This design comes from an exercise in tuning for small area and a short achievable clock period on the open sky130 flow, not from production work.
Function was not checked in any run shown here: the RTL went through the layout flow alone.

## flow/design.v (module list and top-level ports; edited modules follow where they fit)
// module Float8Mac16_3stage: 1232 lines
module Float8Mac16_3stage #(
    parameter int unsigned N_WAY  = 16,
    parameter int unsigned PADBIT = 10
)(
    input  logic               clk,
    input  logic               rst_n,
    input  logic [8*N_WAY-1:0] din_X,
    input  logic [8*N_WAY-1:0] din_W,
    input  logic               din_valid,
    output logic [15:0]        dout,
    output logic               dout_valid
);
  // ...
==> flow/run.sh <==
#!/bin/bash
# synth_recipe.tcl (not shown) runs the flow's synth.tcl, then flattens the netlist and writes it again
# the make line also repeats each setting of config.mk as NAME=value (left out here)
make -C /OpenROAD-flow-scripts/flow DESIGN_CONFIG=/design/flow/config.mk WORK_HOME=/design/flow/orfs CLKGATE_MAP_FILE= SYNTH_SCRIPT=/design/flow/synth_recipe.tcl finish
==> flow/config.mk <==
export PLATFORM = sky130hd
export DESIGN_NAME = Float8Mac16_3stage
export DESIGN_NICKNAME = Float8Mac16_3stage
export VERILOG_FILES = /design/flow/design.v
export SDC_FILE = /design/flow/constraint.sdc
export NUM_CORES = 4
export LEC_CHECK = 0
export CAP_MARGIN = 20
export CORE_MARGIN = 2
export CORE_UTILIZATION = 40
export PLACE_DENSITY = 0.6
export SLEW_MARGIN = 20
==> flow/constraint.sdc <==
create_clock -name core_clock -period 44.0 [get_ports {clk}]
set_input_delay 8.8000 -clock core_clock [delete_from_list [all_inputs] [get_ports {clk}]]
set_output_delay 8.8000 -clock core_clock [all_outputs]
set_load 0.01 [all_outputs]
==> out/results.ini, run 1 <==
[drt]
vias = 47600
drt-initial-drc-count = 3275

[sta]
fin_skew_ns = 0.0342
hold_slack_ns = 0.356

[clock_network]
cts_tree = done
clock_latency_ns = 0.65

[finish]
largest_reg_flops = 128
n_fill_cell = 13800
top_regs = pb: 128 flops, gb: 96 flops, tr_b: 84 flops
clock_cell_area_share_pct = 2.80

[global_routing]
groute.usage.overall_pct = 24.3
grt_busiest_layer = met2
grtUsageMet3_pct = 2.69
met2_usage_pct = 40.8

[synthesis]
syn_nets = 8183
synth_most_common_cell = inv_1
synth_async_sr_flop_share_pct = 0.694
yosysSeqAreaShare_pct = 15.4
synth_compound_area_share_pct = 14.1

[hold_path]
hp-class = flip-flop to flip-flop

[run]
cap_viol_max_count = 0

[floorplanning]
coreArea_um2 = 140000

[place]
finalWeightedCongestion = 1.02
dp_cells = 8749

[worst_setup_path]
crit_buf_inv = 3
critPathLaunchType = input pin

[outcome]
outcome = finished clean

==> inputs of run 2 (changes only) <==
==> flow/design.v (replaced) <==
module Float8Mac16_3stage #(
    parameter int unsigned N_WAY  = 16,
    parameter int unsigned PADBIT = 10
)(
    input  logic               clk,
    input  logic               rst_n,
    input  logic [8*N_WAY-1:0] din_X,
    input  logic [8*N_WAY-1:0] din_W,
    input  logic               din_valid,
    output logic [15:0]        dout,
    output logic               dout_valid
);
    logic [3:0] vld;
    always_ff @(posedge clk or negedge rst_n) begin
        if (!rst_n) vld <= 4'd0;
        else        vld <= {vld[2:0], din_valid};
    end
    assign dout_valid = vld[3];
    logic [8*N_WAY-1:0] xq, wq;
    always_ff @(posedge clk) begin
        xq <= din_X;
        wq <= din_W;
    end
    logic [7:0] pa [N_WAY-1:0];
    logic [4:0] ea [N_WAY-1:0];
    logic [5:0] ga [N_WAY-1:0];
    logic [N_WAY-1:0] sa;
    genvar K;
    generate
        for (K = 0; K < N_WAY; K = K + 1) begin : gen_front
            wire [3:0] ex = xq[8*K+6:8*K+3];
            wire [3:0] ew = wq[8*K+6:8*K+3];
            wire [2:0] fx = xq[8*K+2:8*K];
            wire [2:0] fw = wq[8*K+2:8*K];
            wire       hx = |ex;
            wire       hw = |ew;
            assign pa[K] = {hx, fx} * {hw, fw};
            assign ea[K] = {1'b0, ex[3:1], ex[0] | ~hx} + {1'b0, ew[3:1], ew[0] | ~hw};
            assign sa[K] = xq[8*K+7] ^ wq[8*K+7];
            logic [1:0] lx, lw;
            logic [2:0] ax, aw;
            always_comb begin
                if (hx)         begin lx = 2'd3; ax = fx;              end
                else if (fx[2]) begin lx = 2'd2; ax = {fx[1:0], 1'b0}; end
                else if (fx[1]) begin lx = 2'd1; ax = {fx[0], 2'b00};  end
                else            begin lx = 2'd0; ax = 3'b000;          end
                if (hw)         begin lw = 2'd3; aw = fw;              end
                else if (fw[2]) begin lw = 2'd2; aw = {fw[1:0], 1'b0}; end
                else if (fw[1]) begin lw = 2'd1; aw = {fw[0], 2'b00};  end
                else            begin lw = 2'd0; aw = 3'b000;          end
            end
            localparam logic [63:0] CARRY = 64'hfefcfcf8f0e08000;
            wire       c  = CARRY[{ax, aw}];
            wire [2:0] f  = {1'b0, lx} + {1'b0, lw} + {2'b0, c};
            wire       nz = (hx | (|fx)) & (hw | (|fw));
            assign ga[K] = nz ? ({1'b0, ea[K]} + {3'b0, f}) : 6'd0;
        end
    endgenerate
    logic [5:0] mx;
    always_comb begin
        logic [N_WAY-1:0] cand;
        cand = '1;
        for (int b = 5; b >= 0; b = b - 1) begin
            mx[b] = 1'b0;
            for (int k = 0; k < N_WAY; k = k + 1) mx[b] = mx[b] | (cand[k] & ga[k][b]);
            for (int k = 0; k < N_WAY; k = k + 1) cand[k] = cand[k] & (ga[k][b] | ~mx[b]);
        end
    end
    logic [6:0] cm;
    assign cm = 7'd24 - {1'b0, mx};
    logic [6:0] ta [N_WAY-1:0];
    always_comb for (int i = 0; i < N_WAY; i = i + 1) ta[i] = {2'b0, ea[i]} + cm;
    logic [7:0] pb [N_WAY-1:0];
    logic [4:0] tb [N_WAY-1:0];
    logic [N_WAY-1:0] kb, sb;
    logic [5:0] mb;
    always_ff @(posedge clk) begin
        for (int i = 0; i < N_WAY; i = i + 1) begin
            pb[i] <= pa[i];
            tb[i] <= ta[i][4:0];
            kb[i] <= ta[i][6];
        end
        sb <= sa;
        mb <= mx;
    end
    logic [17:0] r [N_WAY-1:0];
    generate
        for (K = 0; K < N_WAY; K = K + 1) begin : gen_align
            wire [4:0]  t  = tb[K];
            wire [7:0]  q  = kb[K] ? 8'd0 : pb[K];
            wire [8:0]  s0 = t[0] ? {q, 1'b0}   : {1'b0, q};
            wire [10:0] s1 = t[1] ? {s0, 2'b0}  : {2'b0, s0};
            wire [14:0] s2 = t[2] ? {s1, 4'b0}  : {4'b0, s1};
            wire [22:0] s3 = t[3] ? {s2, 8'b0}  : {8'b0, s2};
            wire [38:0] s4 = t[4] ? {s3, 16'b0} : {16'b0, s3};
            assign r[K] = s4[24:7] ^ {18{sb[K]}};
        end
    endgenerate
    logic [4:0] nneg, nneg_m;
    always_comb begin
        nneg = 5'd0;
        for (int k = 0; k < N_WAY; k = k + 1) nneg = nneg + {4'd0, sb[k]};
        nneg_m = -nneg;
    end
    wire tss1;
    wire tsc2;
    wire tss3;
    wire tsc4;
    wire tss5;
    wire tsc6;
    wire tss7;
    wire tsc8;
    wire tss9;
    wire tsc10;
    wire tss11;
    wire tsc12;
    wire tss13;
    wire tsc14;
    wire tss15;
    wire tsc16;
    wire tss17;
    wire tsc18;
    wire tss19;
    wire tsc20;
    wire tss21;
    wire tsc22;
    wire tss23;
    wire tsc24;
    wire tss25;
    wire tsc26;
    wire tss27;
    wire tsc28;
    wire tss29;
    wire tsc30;
    wire tss31;
    wire tsc32;
    wire tss33;
    wire tsc34;
    wire tss35;
    wire tsc36;
    wire tss37;
    wire tsc38;
    wire tss39;
    wire tsc40;
    wire tss41;
    wire tsc42;
    wire tss43;
    wire tsc44;
    wire tss45;
    wire tsc46;
    wire tss47;
    wire tsc48;
    wire tss49;
    wire tsc50;
    wire tss51;
    wire tsc52;
    wire tss53;
    wire tsc54;
    wire tss55;
    wire tsc56;
    wire tss57;
    wire tsc58;
    wire tss59;
    wire tsc60;
    wire tss61;
    wire tsc62;
    wire tss63;
    wire tsc64;
    wire tss65;
    wire tsc66;
    wire tss67;
    wire tsc68;
    wire tss69;
    wire tsc70;
    wire tss71;
    wire tsc72;
    wire tss73;
    wire tsc74;
    wire tss75;
    wire tsc76;
    wire tss77;
    wire tsc78;
    wire tss79;
    wire tsc80;
    wire tss81;
    wire tsc82;
    wire tss83;
    wire tsc84;
    wire tss85;
    wire tsc86;
    wire tss87;
    wire tsc88;
    wire tss89;
    wire tsc90;
    wire tss91;
    wire tsc92;
    wire tss93;
    wire tsc94;
    wire tss95;
    wire tsc96;
    wire tss97;
    wire tsc98;
    wire tss99;
    wire tsc100;
    wire tss101;
    wire tsc102;
    wire tss103;
    wire tsc104;
    wire tss105;
    wire tsc106;
    wire tss107;
    wire tsc108;
    wire tss109;
    wire tsc110;
    wire tss111;
    wire tsc112;
    wire tss113;
    wire tsc114;
    wire tss115;
    wire tsc116;
    wire tss117;
    wire tsc118;
    wire tss119;
    wire tsc120;
    wire tss121;
    wire tsc122;
    wire tss123;
    wire tsc124;
    wire tss125;
    wire tsc126;
    wire tss127;
    wire tsc128;
    wire tss129;
    wire tsc130;
    wire tss131;
    wire tsc132;
    wire tss133;
    wire tsc134;
    wire tss135;
    wire tsc136;
    wire tss137;
    wire tsc138;
    wire tss139;
    wire tsc140;
    wire tss141;
    wire tsc142;
    wire tss143;
    wire tsc144;
    wire tss145;
    wire tsc146;
    wire tss147;
    wire tsc148;
    wire tss149;
    wire tsc150;
    wire tss151;
    wire tsc152;
    wire tss153;
    wire tsc154;
    wire tss155;
    wire tsc156;
    wire tss157;
    wire tsc158;
    wire tss159;
    wire tsc160;
    wire tss161;
    wire tsc162;
    wire tss163;
    wire tsc164;
    wire tss165;
    wire tsc166;
    wire tss167;
    wire tsc168;
    wire tss169;
    wire tsc170;
    wire tss171;
    wire tsc172;
    wire tss173;
    wire tsc174;
    wire tss175;
    wire tsc176;
    wire tss177;
    wire tsc178;
    wire tss179;
    wire tsc180;
    wire tss181;
    wire tsc182;
    wire tss183;
    wire tsc184;
    wire tss185;
    wire tsc186;
    wire tss187;
    wire tsc188;
    wire tss189;
    wire tsc190;
    wire tss191;
    wire tsc192;
    wire tss193;
    wire tsc194;
    wire tss195;
    wire tsc196;
    wire tss197;
    wire tsc198;
    wire tss199;
    wire tsc200;
    wire tss201;
    wire tsc202;
    wire tss203;
    wire tsc204;
    wire tss205;
    wire tsc206;
    wire tss207;
    wire tsc208;
    wire tss209;
    wire tsc210;
    wire tss211;
    wire tsc212;
    wire tss213;
    wire tsc214;
    wire tss215;
    wire tsc216;
    wire tss217;
    wire tsc218;
    wire tss219;
    wire tsc220;
    wire tss221;
    wire tsc222;
    wire tss223;
    wire tsc224;
    wire tss225;
    wire tsc226;
    wire tss227;
    wire tsc228;
    wire tss229;
    wire tsc230;
    wire tss231;
    wire tsc232;
    wire tss233;
    wire tsc234;
    wire tss235;
    wire tsc236;
    wire tss237;
    wire tsc238;
    wire tss239;
    wire tsc240;
    wire tss241;
    wire tsc242;
    wire tss243;
    wire tsc244;
    wire tss245;
    wire tsc246;
    wire tss247;
    wire tsc248;
    wire tss249;
    wire tsc250;
    wire tss251;
    wire tsc252;
    wire tss253;
    wire tsc254;
    wire tss255;
    wire tsc256;
    wire tss257;
    wire tsc258;
    wire tss259;
    wire tsc260;
    wire tss261;
    wire tsc262;
    wire tss263;
    wire tsc264;
    wire tss265;
    wire tsc266;
    wire tss267;
    wire tsc268;
    wire tss269;
    wire tsc270;
    wire tss271;
    wire tsc272;
    wire tss273;
    wire tsc274;
    wire tss275;
    wire tsc276;
    wire tss277;
    wire tsc278;
    wire tss279;
    wire tsc280;
    wire tss281;
    wire tsc282;
    wire tss283;
    wire tsc284;
    wire tss285;
    wire tsc286;
    wire tss287;
    wire tsc288;
    wire tss289;
    wire tsc290;
    wire tss291;
    wire tsc292;
    wire tss293;
    wire tsc294;
    wire tss295;
    wire tsc296;
    wire tss297;
    wire tsc298;
    wire tss299;
    wire tsc300;
    wire tss301;
    wire tsc302;
    wire tss303;
    wire tsc304;
    wire tss305;
    wire tsc306;
    wire tss307;
    wire tsc308;
    wire tss309;
    wire tsc310;
    wire tss311;
    wire tsc312;
    wire tss313;
    wire tsc314;
    wire tss315;
    wire tsc316;
    wire tss317;
    wire tsc318;
    wire tss319;
    wire tsc320;
    wire tss321;
    wire tsc322;
    wire tss323;
    wire tsc324;
    wire tss325;
    wire tsc326;
    wire tss327;
    wire tsc328;
    wire tss329;
    wire tsc330;
    wire tss331;
    wire tsc332;
    wire tss333;
    wire tsc334;
    wire tss335;
    wire tsc336;
    wire tss337;
    wire tsc338;
    wire tss339;
    wire tsc340;
    wire tss341;
    wire tsc342;
    wire tss343;
    wire tsc344;
    wire tss345;
    wire tsc346;
    wire tss347;
    wire tsc348;
    wire tss349;
    wire tsc350;
    wire tss351;
    wire tsc352;
    wire tss353;
    wire tsc354;
    wire tss355;
    wire tsc356;
    wire tss357;
    wire tsc358;
    wire tss359;
    wire tsc360;
    wire tss361;
    wire tsc362;
    wire tss363;
    wire tsc364;
    wire tss365;
    wire tsc366;
    wire tss367;
    wire tsc368;
    wire tss369;
    wire tsc370;
    wire tss371;
    wire tsc372;
    wire tss373;
    wire tsc374;
    wire tss375;
    wire tsc376;
    wire tss377;
    wire tsc378;
    wire tss379;
    wire tsc380;
    wire tss381;
    wire tsc382;
    wire tss383;
    wire tsc384;
    wire tss385;
    wire tsc386;
    wire tss387;
    wire tsc388;
    wire tss389;
    wire tsc390;
    wire tss391;
    wire tsc392;
    wire tss393;
    wire tsc394;
    wire tss395;
    wire tsc396;
    wire tss397;
    wire tsc398;
    wire tss399;
    wire tsc400;
    wire tss401;
    wire tsc402;
    wire tss403;
    wire tsc404;
    wire tss405;
    wire tsc406;
    wire tss407;
    wire tsc408;
    wire tss409;
    wire tsc410;
    wire tss411;
    wire tsc412;
    wire tss413;
    wire tsc414;
    wire tss415;
    wire tsc416;
    wire tss417;
    wire tsc418;
    wire tss419;
    wire tsc420;
    wire tss421;
    wire tsc422;
    wire tss423;
    wire tsc424;
    wire tss425;
    wire tsc426;
    wire tss427;
    wire tsc428;
    wire tss429;
    wire tsc430;
    wire tss431;
    wire tsc432;
    wire tss433;
    wire tsc434;
    wire tss435;
    wire tsc436;
    wire tss437;
    wire tsc438;
    wire tss439;
    wire tsc440;
    wire tss441;
    wire tsc442;
    wire tss443;
    wire tsc444;
    wire tss445;
    wire tsc446;
    wire tss447;
    wire tsc448;
    wire tss449;
    wire tsc450;
    wire tss451;
    wire tsc452;
    wire tss453;
    wire tsc454;
    wire tss455;
    wire tsc456;
    wire tss457;
    wire tsc458;
    wire tss459;
    wire tsc460;
    wire tss461;
    wire tsc462;
    wire tss463;
    wire tsc464;
    wire tss465;
    wire tsc466;
    wire tss467;
    wire tsc468;
    wire tss469;
    wire tsc470;
    wire tss471;
    wire tsc472;
    wire tss473;
    wire tsc474;
    wire tss475;
    wire tsc476;
    wire tss477;
    wire tsc478;
    wire tss479;
    wire tsc480;
    wire tss481;
    wire tsc482;
    wire tss483;
    wire tsc484;
    wire tss485;
    wire tsc486;
    wire tss487;
    wire tsc488;
    wire tss489;
    wire tsc490;
    wire tss491;
    wire tsc492;
    wire tss493;
    wire tsc494;
    wire tss495;
    wire tsc496;
    wire tss497;
    wire tsc498;
    wire tss499;
    wire tsc500;
    wire tss501;
    wire tsc502;
    wire tss503;
    wire tsc504;
    wire tss505;
    wire tsc506;
    wire tss507;
    wire tsc508;
    wire tss509;
    wire tsc510;
    wire tss511;
    wire tsc512;
    wire tss513;
    wire tsc514;
    wire tss515;
    wire tsc516;
    wire tss517;
    wire tsc518;
    wire tss519;
    wire tsc520;
    wire tss521;
    wire tsc522;
    wire tss523;
    wire tsc524;
    wire tss525;
    wire tsc526;
    wire tss527;
    wire tsc528;
    wire tss529;
    wire tsc530;
    wire tss531;
    wire tsc532;
    wire tss533;
    wire tsc534;
    wire tss535;
    wire tsc536;
    wire tss537;
    wire tsc538;
    wire tss539;
    wire tsc540;
    wire tss541;
    wire tsc542;
    wire tss543;
    wire tsc544;
    wire tss545;
    wire tsc546;
    assign tss1 = r[0][0] ^ r[1][0] ^ r[2][0];
    assign tsc2 = (r[0][0] & r[1][0]) | (r[2][0] & (r[0][0] ^ r[1][0]));
    assign tss3 = r[3][0] ^ r[4][0] ^ r[5][0];
    assign tsc4 = (r[3][0] & r[4][0]) | (r[5][0] & (r[3][0] ^ r[4][0]));
    assign tss5 = r[0][1] ^ r[1][1] ^ r[2][1];
    assign tsc6 = (r[0][1] & r[1][1]) | (r[2][1] & (r[0][1] ^ r[1][1]));
    assign tss7 = r[3][1] ^ r[4][1] ^ r[5][1];
    assign tsc8 = (r[3][1] & r[4][1]) | (r[5][1] & (r[3][1] ^ r[4][1]));
    assign tss9 = r[6][1] ^ r[7][1] ^ r[8][1];
    assign tsc10 = (r[6][1] & r[7][1]) | (r[8][1] & (r[6][1] ^ r[7][1]));
    assign tss11 = r[0][2] ^ r[1][2] ^ r[2][2];
    assign tsc12 = (r[0][2] & r[1][2]) | (r[2][2] & (r[0][2] ^ r[1][2]));
    assign tss13 = r[3][2] ^ r[4][2] ^ r[5][2];
    assign tsc14 = (r[3][2] & r[4][2]) | (r[5][2] & (r[3][2] ^ r[4][2]));
    assign tss15 = r[6][2] ^ r[7][2] ^ r[8][2];
    assign tsc16 = (r[6][2] & r[7][2]) | (r[8][2] & (r[6][2] ^ r[7][2]));
    assign tss17 = r[9][2] ^ r[10][2];
    assign tsc18 = r[9][2] & r[10][2];
    assign tss19 = r[0][3] ^ r[1][3] ^ r[2][3];
    assign tsc20 = (r[0][3] & r[1][3]) | (r[2][3] & (r[0][3] ^ r[1][3]));
    assign tss21 = r[3][3] ^ r[4][3] ^ r[5][3];
    assign tsc22 = (r[3][3] & r[4][3]) | (r[5][3] & (r[3][3] ^ r[4][3]));
    assign tss23 = r[6][3] ^ r[7][3] ^ r[8][3];
    assign tsc24 = (r[6][3] & r[7][3]) | (r[8][3] & (r[6][3] ^ r[7][3]));
    assign tss25 = r[9][3] ^ r[10][3] ^ r[11][3];
    assign tsc26 = (r[9][3] & r[10][3]) | (r[11][3] & (r[9][3] ^ r[10][3]));
    assign tss27 = r[0][4] ^ r[1][4] ^ r[2][4];
    assign tsc28 = (r[0][4] & r[1][4]) | (r[2][4] & (r[0][4] ^ r[1][4]));
    assign tss29 = r[3][4] ^ r[4][4] ^ r[5][4];
    assign tsc30 = (r[3][4] & r[4][4]) | (r[5][4] & (r[3][4] ^ r[4][4]));
    assign tss31 = r[6][4] ^ r[7][4] ^ r[8][4];
    assign tsc32 = (r[6][4] & r[7][4]) | (r[8][4] & (r[6][4] ^ r[7][4]));
    assign tss33 = r[9][4] ^ r[10][4] ^ r[11][4];
    assign tsc34 = (r[9][4] & r[10][4]) | (r[11][4] & (r[9][4] ^ r[10][4]));
    assign tss35 = r[0][5] ^ r[1][5] ^ r[2][5];
    assign tsc36 = (r[0][5] & r[1][5]) | (r[2][5] & (r[0][5] ^ r[1][5]));
    assign tss37 = r[3][5] ^ r[4][5] ^ r[5][5];
    assign tsc38 = (r[3][5] & r[4][5]) | (r[5][5] & (r[3][5] ^ r[4][5]));
    assign tss39 = r[6][5] ^ r[7][5] ^ r[8][5];
    assign tsc40 = (r[6][5] & r[7][5]) | (r[8][5] & (r[6][5] ^ r[7][5]));
    assign tss41 = r[9][5] ^ r[10][5];
    assign tsc42 = r[9][5] & r[10][5];
    assign tss43 = r[0][6] ^ r[1][6] ^ r[2][6];
    assign tsc44 = (r[0][6] & r[1][6]) | (r[2][6] & (r[0][6] ^ r[1][6]));
    assign tss45 = r[3][6] ^ r[4][6] ^ r[5][6];
    assign tsc46 = (r[3][6] & r[4][6]) | (r[5][6] & (r[3][6] ^ r[4][6]));
    assign tss47 = r[6][6] ^ r[7][6] ^ r[8][6];
    assign tsc48 = (r[6][6] & r[7][6]) | (r[8][6] & (r[6][6] ^ r[7][6]));
    assign tss49 = r[9][6] ^ r[10][6];
    assign tsc50 = r[9][6] & r[10][6];
    assign tss51 = r[0][7] ^ r[1][7] ^ r[2][7];
    assign tsc52 = (r[0][7] & r[1][7]) | (r[2][7] & (r[0][7] ^ r[1][7]));
    assign tss53 = r[3][7] ^ r[4][7] ^ r[5][7];
    assign tsc54 = (r[3][7] & r[4][7]) | (r[5][7] & (r[3][7] ^ r[4][7]));
    assign tss55 = r[6][7] ^ r[7][7] ^ r[8][7];
    assign tsc56 = (r[6][7] & r[7][7]) | (r[8][7] & (r[6][7] ^ r[7][7]));
    assign tss57 = r[9][7] ^ r[10][7];
    assign tsc58 = r[9][7] & r[10][7];
    assign tss59 = r[0][8] ^ r[1][8] ^ r[2][8];
    assign tsc60 = (r[0][8] & r[1][8]) | (r[2][8] & (r[0][8] ^ r[1][8]));
    assign tss61 = r[3][8] ^ r[4][8] ^ r[5][8];
    assign tsc62 = (r[3][8] & r[4][8]) | (r[5][8] & (r[3][8] ^ r[4][8]));
    assign tss63 = r[6][8] ^ r[7][8] ^ r[8][8];
    assign tsc64 = (r[6][8] & r[7][8]) | (r[8][8] & (r[6][8] ^ r[7][8]));
    assign tss65 = r[9][8] ^ r[10][8];
    assign tsc66 = r[9][8] & r[10][8];
    assign tss67 = r[0][9] ^ r[1][9] ^ r[2][9];
    assign tsc68 = (r[0][9] & r[1][9]) | (r[2][9] & (r[0][9] ^ r[1][9]));
    assign tss69 = r[3][9] ^ r[4][9] ^ r[5][9];
    assign tsc70 = (r[3][9] & r[4][9]) | (r[5][9] & (r[3][9] ^ r[4][9]));
    assign tss71 = r[6][9] ^ r[7][9] ^ r[8][9];
    assign tsc72 = (r[6][9] & r[7][9]) | (r[8][9] & (r[6][9] ^ r[7][9]));
    assign tss73 = r[9][9] ^ r[10][9];
    assign tsc74 = r[9][9] & r[10][9];
    assign tss75 = r[0][10] ^ r[1][10] ^ r[2][10];
    assign tsc76 = (r[0][10] & r[1][10]) | (r[2][10] & (r[0][10] ^ r[1][10]));
    assign tss77 = r[3][10] ^ r[4][10] ^ r[5][10];
    assign tsc78 = (r[3][10] & r[4][10]) | (r[5][10] & (r[3][10] ^ r[4][10]));
    assign tss79 = r[6][10] ^ r[7][10] ^ r[8][10];
    assign tsc80 = (r[6][10] & r[7][10]) | (r[8][10] & (r[6][10] ^ r[7][10]));
    assign tss81 = r[9][10] ^ r[10][10];
    assign tsc82 = r[9][10] & r[10][10];
    assign tss83 = r[0][11] ^ r[1][11] ^ r[2][11];
    assign tsc84 = (r[0][11] & r[1][11]) | (r[2][11] & (r[0][11] ^ r[1][11]));
    assign tss85 = r[3][11] ^ r[4][11] ^ r[5][11];
    assign tsc86 = (r[3][11] & r[4][11]) | (r[5][11] & (r[3][11] ^ r[4][11]));
    assign tss87 = r[6][11] ^ r[7][11] ^ r[8][11];
    assign tsc88 = (r[6][11] & r[7][11]) | (r[8][11] & (r[6][11] ^ r[7][11]));
    assign tss89 = r[9][11] ^ r[10][11];
    assign tsc90 = r[9][11] & r[10][11];
    assign tss91 = r[0][12] ^ r[1][12] ^ r[2][12];
    assign tsc92 = (r[0][12] & r[1][12]) | (r[2][12] & (r[0][12] ^ r[1][12]));
    assign tss93 = r[3][12] ^ r[4][12] ^ r[5][12];
    assign tsc94 = (r[3][12] & r[4][12]) | (r[5][12] & (r[3][12] ^ r[4][12]));
    assign tss95 = r[6][12] ^ r[7][12] ^ r[8][12];
    assign tsc96 = (r[6][12] & r[7][12]) | (r[8][12] & (r[6][12] ^ r[7][12]));
    assign tss97 = r[9][12] ^ r[10][12];
    assign tsc98 = r[9][12] & r[10][12];
    assign tss99 = r[0][13] ^ r[1][13] ^ r[2][13];
    assign tsc100 = (r[0][13] & r[1][13]) | (r[2][13] & (r[0][13] ^ r[1][13]));
    assign tss101 = r[3][13] ^ r[4][13] ^ r[5][13];
    assign tsc102 = (r[3][13] & r[4][13]) | (r[5][13] & (r[3][13] ^ r[4][13]));
    assign tss103 = r[6][13] ^ r[7][13] ^ r[8][13];
    assign tsc104 = (r[6][13] & r[7][13]) | (r[8][13] & (r[6][13] ^ r[7][13]));
    assign tss105 = r[9][13] ^ r[10][13];
    assign tsc106 = r[9][13] & r[10][13];
    assign tss107 = r[0][14] ^ r[1][14] ^ r[2][14];
    assign tsc108 = (r[0][14] & r[1][14]) | (r[2][14] & (r[0][14] ^ r[1][14]));
    assign tss109 = r[3][14] ^ r[4][14] ^ r[5][14];
    assign tsc110 = (r[3][14] & r[4][14]) | (r[5][14] & (r[3][14] ^ r[4][14]));
    assign tss111 = r[6][14] ^ r[7][14] ^ r[8][14];
    assign tsc112 = (r[6][14] & r[7][14]) | (r[8][14] & (r[6][14] ^ r[7][14]));
    assign tss113 = r[9][14] ^ r[10][14];
    assign tsc114 = r[9][14] & r[10][14];
    assign tss115 = r[0][15] ^ r[1][15] ^ r[2][15];
    assign tsc116 = (r[0][15] & r[1][15]) | (r[2][15] & (r[0][15] ^ r[1][15]));
    assign tss117 = r[3][15] ^ r[4][15] ^ r[5][15];
    assign tsc118 = (r[3][15] & r[4][15]) | (r[5][15] & (r[3][15] ^ r[4][15]));
    assign tss119 = r[6][15] ^ r[7][15] ^ r[8][15];
    assign tsc120 = (r[6][15] & r[7][15]) | (r[8][15] & (r[6][15] ^ r[7][15]));
    assign tss121 = r[9][15] ^ r[10][15];
    assign tsc122 = r[9][15] & r[10][15];
    assign tss123 = r[0][16] ^ r[1][16] ^ r[2][16];
    assign tsc124 = (r[0][16] & r[1][16]) | (r[2][16] & (r[0][16] ^ r[1][16]));
    assign tss125 = r[3][16] ^ r[4][16] ^ r[5][16];
    assign tsc126 = (r[3][16] & r[4][16]) | (r[5][16] & (r[3][16] ^ r[4][16]));
    assign tss127 = r[6][16] ^ r[7][16] ^ r[8][16];
    assign tsc128 = (r[6][16] & r[7][16]) | (r[8][16] & (r[6][16] ^ r[7][16]));
    assign tss129 = r[9][16] ^ r[10][16];
    assign tsc130 = r[9][16] & r[10][16];
    assign tss131 = r[0][17] ^ r[1][17] ^ r[2][17];
    assign tsc132 = (r[0][17] & r[1][17]) | (r[2][17] & (r[0][17] ^ r[1][17]));
    assign tss133 = r[3][17] ^ r[4][17] ^ r[5][17];
    assign tsc134 = (r[3][17] & r[4][17]) | (r[5][17] & (r[3][17] ^ r[4][17]));
    assign tss135 = r[6][17] ^ r[7][17] ^ r[8][17];
    assign tsc136 = (r[6][17] & r[7][17]) | (r[8][17] & (r[6][17] ^ r[7][17]));
    assign tss137 = r[9][17] ^ r[10][17];
    assign tsc138 = r[9][17] & r[10][17];
    assign tss139 = r[6][0] ^ r[7][0] ^ r[8][0];
    assign tsc140 = (r[6][0] & r[7][0]) | (r[8][0] & (r[6][0] ^ r[7][0]));
    assign tss141 = r[9][0] ^ r[10][0] ^ r[11][0];
    assign tsc142 = (r[9][0] & r[10][0]) | (r[11][0] & (r[9][0] ^ r[10][0]));
    assign tss143 = r[9][1] ^ r[10][1] ^ r[11][1];
    assign tsc144 = (r[9][1] & r[10][1]) | (r[11][1] & (r[9][1] ^ r[10][1]));
    assign tss145 = r[12][1] ^ r[13][1] ^ r[14][1];
    assign tsc146 = (r[12][1] & r[13][1]) | (r[14][1] & (r[12][1] ^ r[13][1]));
    assign tss147 = r[15][1] ^ nneg[1] ^ tss5;
    assign tsc148 = (r[15][1] & nneg[1]) | (tss5 & (r[15][1] ^ nneg[1]));
    assign tss149 = r[11][2] ^ r[12][2] ^ r[13][2];
    assign tsc150 = (r[11][2] & r[12][2]) | (r[13][2] & (r[11][2] ^ r[12][2]));
    assign tss151 = r[14][2] ^ r[15][2] ^ nneg[2];
    assign tsc152 = (r[14][2] & r[15][2]) | (nneg[2] & (r[14][2] ^ r[15][2]));
    assign tss153 = tss11 ^ tss13 ^ tss15;
    assign tsc154 = (tss11 & tss13) | (tss15 & (tss11 ^ tss13));
    assign tss155 = tss17 ^ tsc6;
    assign tsc156 = tss17 & tsc6;
    assign tss157 = r[12][3] ^ r[13][3] ^ r[14][3];
    assign tsc158 = (r[12][3] & r[13][3]) | (r[14][3] & (r[12][3] ^ r[13][3]));
    assign tss159 = r[15][3] ^ nneg[3] ^ tss19;
    assign tsc160 = (r[15][3] & nneg[3]) | (tss19 & (r[15][3] ^ nneg[3]));
    assign tss161 = tss21 ^ tss23 ^ tss25;
    assign tsc162 = (tss21 & tss23) | (tss25 & (tss21 ^ tss23));
    assign tss163 = tsc12 ^ tsc14 ^ tsc16;
    assign tsc164 = (tsc12 & tsc14) | (tsc16 & (tsc12 ^ tsc14));
    assign tss165 = r[12][4] ^ r[13][4] ^ r[14][4];
    assign tsc166 = (r[12][4] & r[13][4]) | (r[14][4] & (r[12][4] ^ r[13][4]));
    assign tss167 = r[15][4] ^ nneg[4] ^ tss27;
    assign tsc168 = (r[15][4] & nneg[4]) | (tss27 & (r[15][4] ^ nneg[4]));
    assign tss169 = tss29 ^ tss31 ^ tss33;
    assign tsc170 = (tss29 & tss31) | (tss33 & (tss29 ^ tss31));
    assign tss171 = tsc20 ^ tsc22 ^ tsc24;
    assign tsc172 = (tsc20 & tsc22) | (tsc24 & (tsc20 ^ tsc22));
    assign tss173 = r[11][5] ^ r[12][5] ^ r[13][5];
    assign tsc174 = (r[11][5] & r[12][5]) | (r[13][5] & (r[11][5] ^ r[12][5]));
    assign tss175 = r[14][5] ^ r[15][5] ^ tss35;
    assign tsc176 = (r[14][5] & r[15][5]) | (tss35 & (r[14][5] ^ r[15][5]));
    assign tss177 = tss37 ^ tss39 ^ tss41;
    assign tsc178 = (tss37 & tss39) | (tss41 & (tss37 ^ tss39));
    assign tss179 = tsc28 ^ tsc30 ^ tsc32;
    assign tsc180 = (tsc28 & tsc30) | (tsc32 & (tsc28 ^ tsc30));
    assign tss181 = r[11][6] ^ r[12][6] ^ r[13][6];
    assign tsc182 = (r[11][6] & r[12][6]) | (r[13][6] & (r[11][6] ^ r[12][6]));
    assign tss183 = r[14][6] ^ r[15][6] ^ tss43;
    assign tsc184 = (r[14][6] & r[15][6]) | (tss43 & (r[14][6] ^ r[15][6]));
    assign tss185 = tss45 ^ tss47 ^ tss49;
    assign tsc186 = (tss45 & tss47) | (tss49 & (tss45 ^ tss47));
    assign tss187 = tsc36 ^ tsc38 ^ tsc40;
    assign tsc188 = (tsc36 & tsc38) | (tsc40 & (tsc36 ^ tsc38));
    assign tss189 = r[11][7] ^ r[12][7] ^ r[13][7];
    assign tsc190 = (r[11][7] & r[12][7]) | (r[13][7] & (r[11][7] ^ r[12][7]));
    assign tss191 = r[14][7] ^ r[15][7] ^ tss51;
    assign tsc192 = (r[14][7] & r[15][7]) | (tss51 & (r[14][7] ^ r[15][7]));
    assign tss193 = tss53 ^ tss55 ^ tss57;
    assign tsc194 = (tss53 & tss55) | (tss57 & (tss53 ^ tss55));
    assign tss195 = tsc44 ^ tsc46 ^ tsc48;
    assign tsc196 = (tsc44 & tsc46) | (tsc48 & (tsc44 ^ tsc46));
    assign tss197 = r[11][8] ^ r[12][8] ^ r[13][8];
    assign tsc198 = (r[11][8] & r[12][8]) | (r[13][8] & (r[11][8] ^ r[12][8]));
    assign tss199 = r[14][8] ^ r[15][8] ^ tss59;
    assign tsc200 = (r[14][8] & r[15][8]) | (tss59 & (r[14][8] ^ r[15][8]));
    assign tss201 = tss61 ^ tss63 ^ tss65;
    assign tsc202 = (tss61 & tss63) | (tss65 & (tss61 ^ tss63));
    assign tss203 = tsc52 ^ tsc54 ^ tsc56;
    assign tsc204 = (tsc52 & tsc54) | (tsc56 & (tsc52 ^ tsc54));
    assign tss205 = r[11][9] ^ r[12][9] ^ r[13][9];
    assign tsc206 = (r[11][9] & r[12][9]) | (r[13][9] & (r[11][9] ^ r[12][9]));
    assign tss207 = r[14][9] ^ r[15][9] ^ tss67;
    assign tsc208 = (r[14][9] & r[15][9]) | (tss67 & (r[14][9] ^ r[15][9]));
    assign tss209 = tss69 ^ tss71 ^ tss73;
    assign tsc210 = (tss69 & tss71) | (tss73 & (tss69 ^ tss71));
    assign tss211 = tsc60 ^ tsc62 ^ tsc64;
    assign tsc212 = (tsc60 & tsc62) | (tsc64 & (tsc60 ^ tsc62));
    assign tss213 = r[11][10] ^ r[12][10] ^ r[13][10];
    assign tsc214 = (r[11][10] & r[12][10]) | (r[13][10] & (r[11][10] ^ r[12][10]));
    assign tss215 = r[14][10] ^ r[15][10] ^ tss75;
    assign tsc216 = (r[14][10] & r[15][10]) | (tss75 & (r[14][10] ^ r[15][10]));
    assign tss217 = tss77 ^ tss79 ^ tss81;
    assign tsc218 = (tss77 & tss79) | (tss81 & (tss77 ^ tss79));
    assign tss219 = tsc68 ^ tsc70 ^ tsc72;
    assign tsc220 = (tsc68 & tsc70) | (tsc72 & (tsc68 ^ tsc70));
    assign tss221 = r[11][11] ^ r[12][11] ^ r[13][11];
    assign tsc222 = (r[11][11] & r[12][11]) | (r[13][11] & (r[11][11] ^ r[12][11]));
    assign tss223 = r[14][11] ^ r[15][11] ^ tss83;
    assign tsc224 = (r[14][11] & r[15][11]) | (tss83 & (r[14][11] ^ r[15][11]));
    assign tss225 = tss85 ^ tss87 ^ tss89;
    assign tsc226 = (tss85 & tss87) | (tss89 & (tss85 ^ tss87));
    assign tss227 = tsc76 ^ tsc78 ^ tsc80;
    assign tsc228 = (tsc76 & tsc78) | (tsc80 & (tsc76 ^ tsc78));
    assign tss229 = r[11][12] ^ r[12][12] ^ r[13][12];
    assign tsc230 = (r[11][12] & r[12][12]) | (r[13][12] & (r[11][12] ^ r[12][12]));
    assign tss231 = r[14][12] ^ r[15][12] ^ tss91;
    assign tsc232 = (r[14][12] & r[15][12]) | (tss91 & (r[14][12] ^ r[15][12]));
    assign tss233 = tss93 ^ tss95 ^ tss97;
    assign tsc234 = (tss93 & tss95) | (tss97 & (tss93 ^ tss95));
    assign tss235 = tsc84 ^ tsc86 ^ tsc88;
    assign tsc236 = (tsc84 & tsc86) | (tsc88 & (tsc84 ^ tsc86));
    assign tss237 = r[11][13] ^ r[12][13] ^ r[13][13];
    assign tsc238 = (r[11][13] & r[12][13]) | (r[13][13] & (r[11][13] ^ r[12][13]));
    assign tss239 = r[14][13] ^ r[15][13] ^ tss99;
    assign tsc240 = (r[14][13] & r[15][13]) | (tss99 & (r[14][13] ^ r[15][13]));
    assign tss241 = tss101 ^ tss103 ^ tss105;
    assign tsc242 = (tss101 & tss103) | (tss105 & (tss101 ^ tss103));
    assign tss243 = tsc92 ^ tsc94 ^ tsc96;
    assign tsc244 = (tsc92 & tsc94) | (tsc96 & (tsc92 ^ tsc94));
    assign tss245 = r[11][14] ^ r[12][14] ^ r[13][14];
    assign tsc246 = (r[11][14] & r[12][14]) | (r[13][14] & (r[11][14] ^ r[12][14]));
    assign tss247 = r[14][14] ^ r[15][14] ^ tss107;
    assign tsc248 = (r[14][14] & r[15][14]) | (tss107 & (r[14][14] ^ r[15][14]));
    assign tss249 = tss109 ^ tss111 ^ tss113;
    assign tsc250 = (tss109 & tss111) | (tss113 & (tss109 ^ tss111));
    assign tss251 = tsc100 ^ tsc102 ^ tsc104;
    assign tsc252 = (tsc100 & tsc102) | (tsc104 & (tsc100 ^ tsc102));
    assign tss253 = r[11][15] ^ r[12][15] ^ r[13][15];
    assign tsc254 = (r[11][15] & r[12][15]) | (r[13][15] & (r[11][15] ^ r[12][15]));
    assign tss255 = r[14][15] ^ r[15][15] ^ tss115;
    assign tsc256 = (r[14][15] & r[15][15]) | (tss115 & (r[14][15] ^ r[15][15]));
    assign tss257 = tss117 ^ tss119 ^ tss121;
    assign tsc258 = (tss117 & tss119) | (tss121 & (tss117 ^ tss119));
    assign tss259 = tsc108 ^ tsc110 ^ tsc112;
    assign tsc260 = (tsc108 & tsc110) | (tsc112 & (tsc108 ^ tsc110));
    assign tss261 = r[11][16] ^ r[12][16] ^ r[13][16];
    assign tsc262 = (r[11][16] & r[12][16]) | (r[13][16] & (r[11][16] ^ r[12][16]));
    assign tss263 = r[14][16] ^ r[15][16] ^ tss123;
    assign tsc264 = (r[14][16] & r[15][16]) | (tss123 & (r[14][16] ^ r[15][16]));
    assign tss265 = tss125 ^ tss127 ^ tss129;
    assign tsc266 = (tss125 & tss127) | (tss129 & (tss125 ^ tss127));
    assign tss267 = tsc116 ^ tsc118 ^ tsc120;
    assign tsc268 = (tsc116 & tsc118) | (tsc120 & (tsc116 ^ tsc118));
    assign tss269 = r[11][17] ^ r[12][17] ^ r[13][17];
    assign tsc270 = (r[11][17] & r[12][17]) | (r[13][17] & (r[11][17] ^ r[12][17]));
    assign tss271 = r[14][17] ^ r[15][17] ^ tss131;
    assign tsc272 = (r[14][17] & r[15][17]) | (tss131 & (r[14][17] ^ r[15][17]));
    assign tss273 = tss133 ^ tss135 ^ tss137;
    assign tsc274 = (tss133 & tss135) | (tss137 & (tss133 ^ tss135));
    assign tss275 = tsc124 ^ tsc126 ^ tsc128;
    assign tsc276 = (tsc124 & tsc126) | (tsc128 & (tsc124 ^ tsc126));
    assign tss277 = r[12][0] ^ r[13][0] ^ r[14][0];
    assign tsc278 = (r[12][0] & r[13][0]) | (r[14][0] & (r[12][0] ^ r[13][0]));
    assign tss279 = r[15][0] ^ nneg[0];
    assign tsc280 = r[15][0] & nneg[0];
    assign tss281 = tss7 ^ tss9 ^ tsc2;
    assign tsc282 = (tss7 & tss9) | (tsc2 & (tss7 ^ tss9));
    assign tss283 = tsc4 ^ tss143 ^ tss145;
    assign tsc284 = (tsc4 & tss143) | (tss145 & (tsc4 ^ tss143));
    assign tss285 = tss147 ^ tsc140;
    assign tsc286 = tss147 & tsc140;
    assign tss287 = tsc8 ^ tsc10 ^ tss149;
    assign tsc288 = (tsc8 & tsc10) | (tss149 & (tsc8 ^ tsc10));
    assign tss289 = tss151 ^ tss153 ^ tss155;
    assign tsc290 = (tss151 & tss153) | (tss155 & (tss151 ^ tss153));
    assign tss291 = tsc144 ^ tsc146 ^ tsc148;
    assign tsc292 = (tsc144 & tsc146) | (tsc148 & (tsc144 ^ tsc146));
    assign tss293 = tsc18 ^ tss157 ^ tss159;
    assign tsc294 = (tsc18 & tss157) | (tss159 & (tsc18 ^ tss157));
    assign tss295 = tss161 ^ tss163 ^ tsc150;
    assign tsc296 = (tss161 & tss163) | (tsc150 & (tss161 ^ tss163));
    assign tss297 = tsc152 ^ tsc154 ^ tsc156;
    assign tsc298 = (tsc152 & tsc154) | (tsc156 & (tsc152 ^ tsc154));
    assign tss299 = tsc26 ^ tss165 ^ tss167;
    assign tsc300 = (tsc26 & tss165) | (tss167 & (tsc26 ^ tss165));
    assign tss301 = tss169 ^ tss171 ^ tsc158;
    assign tsc302 = (tss169 & tss171) | (tsc158 & (tss169 ^ tss171));
    assign tss303 = tsc160 ^ tsc162 ^ tsc164;
    assign tsc304 = (tsc160 & tsc162) | (tsc164 & (tsc160 ^ tsc162));
    assign tss305 = tsc34 ^ tss173 ^ tss175;
    assign tsc306 = (tsc34 & tss173) | (tss175 & (tsc34 ^ tss173));
    assign tss307 = tss177 ^ tss179 ^ tsc166;
    assign tsc308 = (tss177 & tss179) | (tsc166 & (tss177 ^ tss179));
    assign tss309 = tsc168 ^ tsc170 ^ tsc172;
    assign tsc310 = (tsc168 & tsc170) | (tsc172 & (tsc168 ^ tsc170));
    assign tss311 = tsc42 ^ tss181 ^ tss183;
    assign tsc312 = (tsc42 & tss181) | (tss183 & (tsc42 ^ tss181));
    assign tss313 = tss185 ^ tss187 ^ tsc174;
    assign tsc314 = (tss185 & tss187) | (tsc174 & (tss185 ^ tss187));
    assign tss315 = tsc176 ^ tsc178 ^ tsc180;
    assign tsc316 = (tsc176 & tsc178) | (tsc180 & (tsc176 ^ tsc178));
    assign tss317 = tsc50 ^ tss189 ^ tss191;
    assign tsc318 = (tsc50 & tss189) | (tss191 & (tsc50 ^ tss189));
    assign tss319 = tss193 ^ tss195 ^ tsc182;
    assign tsc320 = (tss193 & tss195) | (tsc182 & (tss193 ^ tss195));
    assign tss321 = tsc184 ^ tsc186 ^ tsc188;
    assign tsc322 = (tsc184 & tsc186) | (tsc188 & (tsc184 ^ tsc186));
    assign tss323 = tsc58 ^ tss197 ^ tss199;
    assign tsc324 = (tsc58 & tss197) | (tss199 & (tsc58 ^ tss197));
    assign tss325 = tss201 ^ tss203 ^ tsc190;
    assign tsc326 = (tss201 & tss203) | (tsc190 & (tss201 ^ tss203));
    assign tss327 = tsc192 ^ tsc194 ^ tsc196;
    assign tsc328 = (tsc192 & tsc194) | (tsc196 & (tsc192 ^ tsc194));
    assign tss329 = tsc66 ^ tss205 ^ tss207;
    assign tsc330 = (tsc66 & tss205) | (tss207 & (tsc66 ^ tss205));
    assign tss331 = tss209 ^ tss211 ^ tsc198;
    assign tsc332 = (tss209 & tss211) | (tsc198 & (tss209 ^ tss211));
    assign tss333 = tsc200 ^ tsc202 ^ tsc204;
    assign tsc334 = (tsc200 & tsc202) | (tsc204 & (tsc200 ^ tsc202));
    assign tss335 = tsc74 ^ tss213 ^ tss215;
    assign tsc336 = (tsc74 & tss213) | (tss215 & (tsc74 ^ tss213));
    assign tss337 = tss217 ^ tss219 ^ tsc206;
    assign tsc338 = (tss217 & tss219) | (tsc206 & (tss217 ^ tss219));
    assign tss339 = tsc208 ^ tsc210 ^ tsc212;
    assign tsc340 = (tsc208 & tsc210) | (tsc212 & (tsc208 ^ tsc210));
    assign tss341 = tsc82 ^ tss221 ^ tss223;
    assign tsc342 = (tsc82 & tss221) | (tss223 & (tsc82 ^ tss221));
    assign tss343 = tss225 ^ tss227 ^ tsc214;
    assign tsc344 = (tss225 & tss227) | (tsc214 & (tss225 ^ tss227));
    assign tss345 = tsc216 ^ tsc218 ^ tsc220;
    assign tsc346 = (tsc216 & tsc218) | (tsc220 & (tsc216 ^ tsc218));
    assign tss347 = tsc90 ^ tss229 ^ tss231;
    assign tsc348 = (tsc90 & tss229) | (tss231 & (tsc90 ^ tss229));
    assign tss349 = tss233 ^ tss235 ^ tsc222;
    assign tsc350 = (tss233 & tss235) | (tsc222 & (tss233 ^ tss235));
    assign tss351 = tsc224 ^ tsc226 ^ tsc228;
    assign tsc352 = (tsc224 & tsc226) | (tsc228 & (tsc224 ^ tsc226));
    assign tss353 = tsc98 ^ tss237 ^ tss239;
    assign tsc354 = (tsc98 & tss237) | (tss239 & (tsc98 ^ tss237));
    assign tss355 = tss241 ^ tss243 ^ tsc230;
    assign tsc356 = (tss241 & tss243) | (tsc230 & (tss241 ^ tss243));
    assign tss357 = tsc232 ^ tsc234 ^ tsc236;
    assign tsc358 = (tsc232 & tsc234) | (tsc236 & (tsc232 ^ tsc234));
    assign tss359 = tsc106 ^ tss245 ^ tss247;
    assign tsc360 = (tsc106 & tss245) | (tss247 & (tsc106 ^ tss245));
    assign tss361 = tss249 ^ tss251 ^ tsc238;
    assign tsc362 = (tss249 & tss251) | (tsc238 & (tss249 ^ tss251));
    assign tss363 = tsc240 ^ tsc242 ^ tsc244;
    assign tsc364 = (tsc240 & tsc242) | (tsc244 & (tsc240 ^ tsc242));
    assign tss365 = tsc114 ^ tss253 ^ tss255;
    assign tsc366 = (tsc114 & tss253) | (tss255 & (tsc114 ^ tss253));
    assign tss367 = tss257 ^ tss259 ^ tsc246;
    assign tsc368 = (tss257 & tss259) | (tsc246 & (tss257 ^ tss259));
    assign tss369 = tsc248 ^ tsc250 ^ tsc252;
    assign tsc370 = (tsc248 & tsc250) | (tsc252 & (tsc248 ^ tsc250));
    assign tss371 = tsc122 ^ tss261 ^ tss263;
    assign tsc372 = (tsc122 & tss261) | (tss263 & (tsc122 ^ tss261));
    assign tss373 = tss265 ^ tss267 ^ tsc254;
    assign tsc374 = (tss265 & tss267) | (tsc254 & (tss265 ^ tss267));
    assign tss375 = tsc256 ^ tsc258 ^ tsc260;
    assign tsc376 = (tsc256 & tsc258) | (tsc260 & (tsc256 ^ tsc258));
    assign tss377 = tsc130 ^ tss269 ^ tss271;
    assign tsc378 = (tsc130 & tss269) | (tss271 & (tsc130 ^ tss269));
    assign tss379 = tss273 ^ tss275 ^ tsc262;
    assign tsc380 = (tss273 & tss275) | (tsc262 & (tss273 ^ tss275));
    assign tss381 = tsc264 ^ tsc266 ^ tsc268;
    assign tsc382 = (tsc264 & tsc266) | (tsc268 & (tsc264 ^ tsc266));
    assign tss383 = nneg_m[0] ^ tsc132 ^ tsc134;
    assign tsc384 = (nneg_m[0] & tsc132) | (tsc134 & (nneg_m[0] ^ tsc132));
    assign tss385 = tsc136 ^ tsc138 ^ tsc270;
    assign tsc386 = (tsc136 & tsc138) | (tsc270 & (tsc136 ^ tsc138));
    assign tss387 = tsc272 ^ tsc274 ^ tsc276;
    assign tsc388 = (tsc272 & tsc274) | (tsc276 & (tsc272 ^ tsc274));
    assign tss389 = tss1 ^ tss3 ^ tss139;
    assign tsc390 = (tss1 & tss3) | (tss139 & (tss1 ^ tss3));
    assign tss391 = tsc142 ^ tss281 ^ tss283;
    assign tsc392 = (tsc142 & tss281) | (tss283 & (tsc142 ^ tss281));
    assign tss393 = tss285 ^ tsc278;
    assign tsc394 = tss285 & tsc278;
    assign tss395 = tss287 ^ tss289 ^ tss291;
    assign tsc396 = (tss287 & tss289) | (tss291 & (tss287 ^ tss289));
    assign tss397 = tsc282 ^ tsc284 ^ tsc286;
    assign tsc398 = (tsc282 & tsc284) | (tsc286 & (tsc282 ^ tsc284));
    assign tss399 = tss293 ^ tss295 ^ tss297;
    assign tsc400 = (tss293 & tss295) | (tss297 & (tss293 ^ tss295));
    assign tss401 = tsc288 ^ tsc290 ^ tsc292;
    assign tsc402 = (tsc288 & tsc290) | (tsc292 & (tsc288 ^ tsc290));
    assign tss403 = tss299 ^ tss301 ^ tss303;
    assign tsc404 = (tss299 & tss301) | (tss303 & (tss299 ^ tss301));
    assign tss405 = tsc294 ^ tsc296 ^ tsc298;
    assign tsc406 = (tsc294 & tsc296) | (tsc298 & (tsc294 ^ tsc296));
    assign tss407 = tss305 ^ tss307 ^ tss309;
    assign tsc408 = (tss305 & tss307) | (tss309 & (tss305 ^ tss307));
    assign tss409 = tsc300 ^ tsc302 ^ tsc304;
    assign tsc410 = (tsc300 & tsc302) | (tsc304 & (tsc300 ^ tsc302));
    assign tss411 = tss311 ^ tss313 ^ tss315;
    assign tsc412 = (tss311 & tss313) | (tss315 & (tss311 ^ tss313));
    assign tss413 = tsc306 ^ tsc308 ^ tsc310;
    assign tsc414 = (tsc306 & tsc308) | (tsc310 & (tsc306 ^ tsc308));
    assign tss415 = tss317 ^ tss319 ^ tss321;
    assign tsc416 = (tss317 & tss319) | (tss321 & (tss317 ^ tss319));
    assign tss417 = tsc312 ^ tsc314 ^ tsc316;
    assign tsc418 = (tsc312 & tsc314) | (tsc316 & (tsc312 ^ tsc314));
    assign tss419 = tss323 ^ tss325 ^ tss327;
    assign tsc420 = (tss323 & tss325) | (tss327 & (tss323 ^ tss325));
    assign tss421 = tsc318 ^ tsc320 ^ tsc322;
    assign tsc422 = (tsc318 & tsc320) | (tsc322 & (tsc318 ^ tsc320));
    assign tss423 = tss329 ^ tss331 ^ tss333;
    assign tsc424 = (tss329 & tss331) | (tss333 & (tss329 ^ tss331));
    assign tss425 = tsc324 ^ tsc326 ^ tsc328;
    assign tsc426 = (tsc324 & tsc326) | (tsc328 & (tsc324 ^ tsc326));
    assign tss427 = tss335 ^ tss337 ^ tss339;
    assign tsc428 = (tss335 & tss337) | (tss339 & (tss335 ^ tss337));
    assign tss429 = tsc330 ^ tsc332 ^ tsc334;
    assign tsc430 = (tsc330 & tsc332) | (tsc334 & (tsc330 ^ tsc332));
    assign tss431 = tss341 ^ tss343 ^ tss345;
    assign tsc432 = (tss341 & tss343) | (tss345 & (tss341 ^ tss343));
    assign tss433 = tsc336 ^ tsc338 ^ tsc340;
    assign tsc434 = (tsc336 & tsc338) | (tsc340 & (tsc336 ^ tsc338));
    assign tss435 = tss347 ^ tss349 ^ tss351;
    assign tsc436 = (tss347 & tss349) | (tss351 & (tss347 ^ tss349));
    assign tss437 = tsc342 ^ tsc344 ^ tsc346;
    assign tsc438 = (tsc342 & tsc344) | (tsc346 & (tsc342 ^ tsc344));
    assign tss439 = tss353 ^ tss355 ^ tss357;
    assign tsc440 = (tss353 & tss355) | (tss357 & (tss353 ^ tss355));
    assign tss441 = tsc348 ^ tsc350 ^ tsc352;
    assign tsc442 = (tsc348 & tsc350) | (tsc352 & (tsc348 ^ tsc350));
    assign tss443 = tss359 ^ tss361 ^ tss363;
    assign tsc444 = (tss359 & tss361) | (tss363 & (tss359 ^ tss361));
    assign tss445 = tsc354 ^ tsc356 ^ tsc358;
    assign tsc446 = (tsc354 & tsc356) | (tsc358 & (tsc354 ^ tsc356));
    assign tss447 = tss365 ^ tss367 ^ tss369;
    assign tsc448 = (tss365 & tss367) | (tss369 & (tss365 ^ tss367));
    assign tss449 = tsc360 ^ tsc362 ^ tsc364;
    assign tsc450 = (tsc360 & tsc362) | (tsc364 & (tsc360 ^ tsc362));
    assign tss451 = tss371 ^ tss373 ^ tss375;
    assign tsc452 = (tss371 & tss373) | (tss375 & (tss371 ^ tss373));
    assign tss453 = tsc366 ^ tsc368 ^ tsc370;
    assign tsc454 = (tsc366 & tsc368) | (tsc370 & (tsc366 ^ tsc368));
    assign tss455 = tss377 ^ tss379 ^ tss381;
    assign tsc456 = (tss377 & tss379) | (tss381 & (tss377 ^ tss379));
    assign tss457 = tsc372 ^ tsc374 ^ tsc376;
    assign tsc458 = (tsc372 & tsc374) | (tsc376 & (tsc372 ^ tsc374));
    assign tss459 = tss383 ^ tss385 ^ tss387;
    assign tsc460 = (tss383 & tss385) | (tss387 & (tss383 ^ tss385));
    assign tss461 = tsc378 ^ tsc380 ^ tsc382;
    assign tsc462 = (tsc378 & tsc380) | (tsc382 & (tsc378 ^ tsc380));
    assign tss463 = nneg_m[1] ^ tsc384 ^ tsc386;
    assign tsc464 = (nneg_m[1] & tsc384) | (tsc386 & (nneg_m[1] ^ tsc384));
    assign tss465 = tss141 ^ tss277;
    assign tsc466 = tss141 & tss277;
    assign tss467 = tsc280 ^ tss391 ^ tss393;
    assign tsc468 = (tsc280 & tss391) | (tss393 & (tsc280 ^ tss391));
    assign tss469 = tss395 ^ tss397 ^ tsc392;
    assign tsc470 = (tss395 & tss397) | (tsc392 & (tss395 ^ tss397));
    assign tss471 = tss399 ^ tss401 ^ tsc396;
    assign tsc472 = (tss399 & tss401) | (tsc396 & (tss399 ^ tss401));
    assign tss473 = tss403 ^ tss405 ^ tsc400;
    assign tsc474 = (tss403 & tss405) | (tsc400 & (tss403 ^ tss405));
    assign tss475 = tss407 ^ tss409 ^ tsc404;
    assign tsc476 = (tss407 & tss409) | (tsc404 & (tss407 ^ tss409));
    assign tss477 = tss411 ^ tss413 ^ tsc408;
    assign tsc478 = (tss411 & tss413) | (tsc408 & (tss411 ^ tss413));
    assign tss479 = tss415 ^ tss417 ^ tsc412;
    assign tsc480 = (tss415 & tss417) | (tsc412 & (tss415 ^ tss417));
    assign tss481 = tss419 ^ tss421 ^ tsc416;
    assign tsc482 = (tss419 & tss421) | (tsc416 & (tss419 ^ tss421));
    assign tss483 = tss423 ^ tss425 ^ tsc420;
    assign tsc484 = (tss423 & tss425) | (tsc420 & (tss423 ^ tss425));
    assign tss485 = tss427 ^ tss429 ^ tsc424;
    assign tsc486 = (tss427 & tss429) | (tsc424 & (tss427 ^ tss429));
    assign tss487 = tss431 ^ tss433 ^ tsc428;
    assign tsc488 = (tss431 & tss433) | (tsc428 & (tss431 ^ tss433));
    assign tss489 = tss435 ^ tss437 ^ tsc432;
    assign tsc490 = (tss435 & tss437) | (tsc432 & (tss435 ^ tss437));
    assign tss491 = tss439 ^ tss441 ^ tsc436;
    assign tsc492 = (tss439 & tss441) | (tsc436 & (tss439 ^ tss441));
    assign tss493 = tss443 ^ tss445 ^ tsc440;
    assign tsc494 = (tss443 & tss445) | (tsc440 & (tss443 ^ tss445));
    assign tss495 = tss447 ^ tss449 ^ tsc444;
    assign tsc496 = (tss447 & tss449) | (tsc444 & (tss447 ^ tss449));
    assign tss497 = tss451 ^ tss453 ^ tsc448;
    assign tsc498 = (tss451 & tss453) | (tsc448 & (tss451 ^ tss453));
    assign tss499 = tss455 ^ tss457 ^ tsc452;
    assign tsc500 = (tss455 & tss457) | (tsc452 & (tss455 ^ tss457));
    assign tss501 = tss459 ^ tss461 ^ tsc456;
    assign tsc502 = (tss459 & tss461) | (tsc456 & (tss459 ^ tss461));
    assign tss503 = tsc388 ^ tss463 ^ tsc460;
    assign tsc504 = (tsc388 & tss463) | (tsc460 & (tsc388 ^ tss463));
    assign tss505 = tss279 ^ tss389;
    assign tsc506 = tss279 & tss389;
    assign tss507 = tsc390 ^ tss467 ^ tsc466;
    assign tsc508 = (tsc390 & tss467) | (tsc466 & (tsc390 ^ tss467));
    assign tss509 = tsc394 ^ tss469 ^ tsc468;
    assign tsc510 = (tsc394 & tss469) | (tsc468 & (tsc394 ^ tss469));
    assign tss511 = tsc398 ^ tss471 ^ tsc470;
    assign tsc512 = (tsc398 & tss471) | (tsc470 & (tsc398 ^ tss471));
    assign tss513 = tsc402 ^ tss473 ^ tsc472;
    assign tsc514 = (tsc402 & tss473) | (tsc472 & (tsc402 ^ tss473));
    assign tss515 = tsc406 ^ tss475 ^ tsc474;
    assign tsc516 = (tsc406 & tss475) | (tsc474 & (tsc406 ^ tss475));
    assign tss517 = tsc410 ^ tss477 ^ tsc476;
    assign tsc518 = (tsc410 & tss477) | (tsc476 & (tsc410 ^ tss477));
    assign tss519 = tsc414 ^ tss479 ^ tsc478;
    assign tsc520 = (tsc414 & tss479) | (tsc478 & (tsc414 ^ tss479));
    assign tss521 = tsc418 ^ tss481 ^ tsc480;
    assign tsc522 = (tsc418 & tss481) | (tsc480 & (tsc418 ^ tss481));
    assign tss523 = tsc422 ^ tss483 ^ tsc482;
    assign tsc524 = (tsc422 & tss483) | (tsc482 & (tsc422 ^ tss483));
    assign tss525 = tsc426 ^ tss485 ^ tsc484;
    assign tsc526 = (tsc426 & tss485) | (tsc484 & (tsc426 ^ tss485));
    assign tss527 = tsc430 ^ tss487 ^ tsc486;
    assign tsc528 = (tsc430 & tss487) | (tsc486 & (tsc430 ^ tss487));
    assign tss529 = tsc434 ^ tss489 ^ tsc488;
    assign tsc530 = (tsc434 & tss489) | (tsc488 & (tsc434 ^ tss489));
    assign tss531 = tsc438 ^ tss491 ^ tsc490;
    assign tsc532 = (tsc438 & tss491) | (tsc490 & (tsc438 ^ tss491));
    assign tss533 = tsc442 ^ tss493 ^ tsc492;
    assign tsc534 = (tsc442 & tss493) | (tsc492 & (tsc442 ^ tss493));
    assign tss535 = tsc446 ^ tss495 ^ tsc494;
    assign tsc536 = (tsc446 & tss495) | (tsc494 & (tsc446 ^ tss495));
    assign tss537 = tsc450 ^ tss497 ^ tsc496;
    assign tsc538 = (tsc450 & tss497) | (tsc496 & (tsc450 ^ tss497));
    assign tss539 = tsc454 ^ tss499 ^ tsc498;
    assign tsc540 = (tsc454 & tss499) | (tsc498 & (tsc454 ^ tss499));
    assign tss541 = tsc458 ^ tss501 ^ tsc500;
    assign tsc542 = (tsc458 & tss501) | (tsc500 & (tsc458 ^ tss501));
    assign tss543 = tsc462 ^ tss503 ^ tsc502;
    assign tsc544 = (tsc462 & tss503) | (tsc502 & (tsc462 ^ tss503));
    assign tss545 = nneg_m[2] ^ tsc464 ^ tsc504;
    assign tsc546 = (nneg_m[2] & tsc464) | (tsc504 & (nneg_m[2] ^ tsc464));
    wire [22:0] ua = {nneg_m[4], nneg_m[3], tss545, tss543, tss541, tss539, tss537, tss535, tss533, tss531, tss529, tss527, tss525, tss523, tss521, tss519, tss517, tss515, tss513, tss511, tss509, tss507, tss465};
    wire [22:0] va = {1'b0, tsc546, tsc544, tsc542, tsc540, tsc538, tsc536, tsc534, tsc532, tsc530, tsc528, tsc526, tsc524, tsc522, tsc520, tsc518, tsc516, tsc514, tsc512, tsc510, tsc508, tsc506, tss505};
    logic [22:0] sum_c;
    logic [5:0]  mc;
    always_ff @(posedge clk) begin
        sum_c <= ua + va;
        mc    <= mb;
    end
    logic        sgn;
    logic [21:0] mag, nrm;
    logic [4:0]  lead;
    logic [14:0] em;
    logic [15:0] res;
    always_comb begin
        sgn  = sum_c[22];
        mag  = sgn ? -sum_c[21:0] : sum_c[21:0];
        lead = 5'd0;
        for (int i = 0; i < 22; i = i + 1)
            if (mag[i]) lead = i[4:0];
        nrm  = mag << (5'd21 - lead);
        em   = {({2'b0, mc} + 8'd90 + {3'b0, lead}), nrm[20:14]}
             + {14'd0, nrm[13] & ((|nrm[12:0]) | nrm[14])};
        res  = (|mag) ? {sgn, em} : 16'd0;
    end
    always_ff @(posedge clk) dout <= res;
endmodule
==> run 2 against run 1 <==
Effect of this change:
- cell count decreased by 8.7%
- area after synthesis decreased by 5.8%
- critical path type is now flip-flop to flip-flop
- first-iteration DRC count increased by 18%
- worst hold slack got worse by 0.031 ns
- global-route usage increased by 2.1 points
- core utilization increased by 0.69 points
==> out/results.ini, run 2 <==
[worst_setup_path]
slowest_delay_ns = 0.95  ; was 0.56 ns
critPathLaunchType = flip-flop  ; was input pin
cp.required_ns = 44.53  ; was 44.51 ns
end_kind = flip-flop  ; unchanged
path_max_fanout = 52  ; was 14
crit_buf_inv = 9  ; was 3
critPathTopFamily = simple AND/OR/NAND/NOR gates  ; was adder cells
crit_arrival_ns = 12.44  ; was 14.22 ns

[sta]
tightest_slew_ns = 1.11  ; was 1.07 ns
rsz0062_at_grt = no  ; unchanged
fin_skew_ns = 0.0489  ; was 0.0342 ns
fin_ws_ns = 32.09  ; was 30.29 ns
finalCritPeriodShare_pct = 27.1  ; was 31.1%
setup_viol = 0  ; unchanged
report.final.hold_viol_count = 0  ; unchanged
hold_slack_ns = 0.325  ; was 0.356 ns
fmax_mhz = 84.0  ; was 73.0 MHz
slew_headroom_pct = 25.7  ; was 28.4%

[clock_network]
cts_root_buf = clkbuf_16  ; unchanged
clk_path_buf_depth = 3  ; unchanged
cts_resized = 0  ; unchanged
clock_latency_ns = 0.70  ; was 0.65 ns
numCtsBuffers = 72  ; was 52
numClockSinks = 551  ; was 432
hold_buffers = 0  ; unchanged
cts_tree = done  ; unchanged
cts_setup_buffers = 0  ; unchanged

[finish]
layout.nets = 7387  ; was 8282
layout_commonest_cell = dfxtp_1  ; was inv_1
final_core_util_pct = 45.4  ; was 44.7%
drive_above_1_share_pct = 4.30  ; was 3.65%
layout_common_cells = dfxtp_1 (547), inv_1 (546), nor2_1 (501)  ; was inv_1 (764), ha_1 (638), nand2_1 (553)
ff_latch_area_um2 = 11100  ; was 8660 µm²
top_regs = pb: 128 flops, wq: 128 flops, xq: 128 flops  ; was pb: 128 flops, gb: 96 flops, tr_b: 84 flops
n_fill_cell = 12900  ; was 13.8k

[outcome]
outcome = finished clean  ; unchanged

[synthesis]
syn-instance-count = 6187  ; was 6829
synth.area.top_cells = dfxtp_1 (21%), fa_1 (15%), ha_1 (11%), xnor2_1 (5.5%), inv_1 (3.9%)  ; was fa_1 (16%), dfxtp_1 (15%), ha_1 (14%), xnor2_1 (6.6%), inv_1 (5.1%)
synth_warnings = 8  ; unchanged
ys_top_cells_by_count = dfxtp_1 (547), inv_1 (547), nor2_1 (501)  ; was inv_1 (764), ha_1 (638), nand2_1 (553)
synth_ff_type = dfxtp_1  ; unchanged
syn_area_um2 = 53100  ; was 56400 µm²
synth.distinct_cells = 110  ; was 108
syn_area_per_cell_um2 = 8.59  ; was 8.25 µm²
yosysSeqAreaShare_pct = 20.8  ; was 15.4%
synth_async_sr_flop_share_pct = 0.726  ; was 0.694%
syn_nets = 7302  ; was 8183

[drt]
firstDrtPassIters = 6  ; unchanged
finalWirelength_um = 183000  ; was 177000 µm
vias_per_cell = 5.61  ; was 5.38
drt-initial-drc-count = 3858  ; was 3275
vias = 45300  ; was 47.6k

[place]
pre_cts_slack_ns = 32.39  ; was 29.61 ns
io_buffers = 275  ; unchanged
finalWeightedCongestion = 1.02  ; about the same
dpl.hpwl_um = 152000  ; was 150000 µm

[floorplanning]
dieArea_um2 = 136000  ; was 144000 µm²
start_util_pct = 40.4  ; was 40.3%
die_w_um = 368  ; was 379 µm
rows = 133  ; was 137
die_h_um = 368  ; was 379 µm
coreArea_um2 = 132000  ; was 140000 µm²
io-pin-count = 276  ; unchanged

[run]
cap_viol_max_count = 0  ; unchanged

[global_routing]
grt_pass1_wl_um = 274000  ; was 272000 µm
overflow = 0  ; unchanged
groute.usage.overall_pct = 26.5  ; was 24.3%

[hold_path]
hp-class = flip-flop to flip-flop  ; unchanged

-- run 2: cell types whose count changed after synthesis, sizes merged, moves of 81 or more --
cell    delta
inv      -216
ha       -191
o21ai    -147
nand2    -120
dfxtp    +118
nand3    -116
xnor2     -90
clkbuf    +81
-- run 2: through the flow --
step | cell area (µm²) | std cells
2_1_floorplan | 53100 | 6187
5_1_grt | 59700 | 8076
4_1_cts | 59700 | 8076
3_5_place_dp | 57200 | 7953
6_report | 59700 | 8078
3_3_place_gp | 57200 | 7952
-- run 2: metal layers --
metal	wire length [µm]	vias up	GRT usage, %
li1	-	21500	-
met1	78100	21900	34.5
met2	84000	1614	43.4
met3	11900	355	4.15
met4	8660	0	11.5
met5	0	-	0
-- run 2: logic make-up (layout without fill, tap and decap cells) --
family | after synthesis | count (layout) | share of synthesized area, %
muxes | 172 | 172 | 3.40
and+or+nand+nor | 1841 | 1841 | 17.4
xor gates and xnor gates | 555 | 555 | 9.15
buffers and inverters | 871 | 1005 | 6.32
AOI/OAI and AO/OA | 1339 | 1339 | 17.0
DFF | 551 | 551 | 20.8
other | 0 | 2 | 0
adders and majority gates | 858 | 858 | 26.0
-- run 2: worst paths after layout --
| check | startpoint | end | slack [ns] | depth (start not counted) |
|---|---|---|---|---|
| max in group asynchronous | rst_n | vld[1] | 35.53 | 1 |
| setup reg to reg | xq[76] | kb[6] | 32.09 | 38 |
| setup / recovery | xq[76] | kb[6] | 32.09 | 38 |
| min in group asynchronous | rst_n | vld[0] | 8.31 | 1 |
| hold / removal | mb[0] | mc[0] | 0.32 | 0 |
| hold reg to reg | mb[0] | mc[0] | 0.32 | 0 |
-- run 2: area by class of cell --
type	count	share of cell area (%)
antenna	2	0.00838
sequential	551	18.5
clock buffer	89	3.28
inverter	557	3.50
tap	1755	3.68
multi-input combinational	4765	64.9
timing repair buffer	325	5.23
clock inverter	34	0.869

afterwards: timing with drivers on the ports:
How much do the figures lean on ideal ports? The routed layouts below were timed once more, with nothing changed but the port constraints.
Step 1, drivers: a clkbuf_16 drives clk and a buf_2 each remaining input, both assumed.
Step 2 adds t to the input delays and takes it off the output delays; t is the mean of the earliest and latest rising clock arrival at the registers after step 1. Input paths then give back, and output paths get back, about the clock's delay inside the block.
Three values: ideal, step 1, step 2; two values: the first two.
run	shift t [ns]	slack for setup (ns)	latest minus earliest clock arrival (ns)	pins driven straight from the clock port
run 1	0.720	30.294 / 30.353 / 29.634	0.043 / 0.043	1
run 2	0.752	32.088 / 32.088 / 32.088	0.049 / 0.049	1
After both steps setup and hold are still met in every run listed. The setup slack of run 1, which loses most, moves by +0.059 ns with the drivers and by -0.660 ns with both steps.
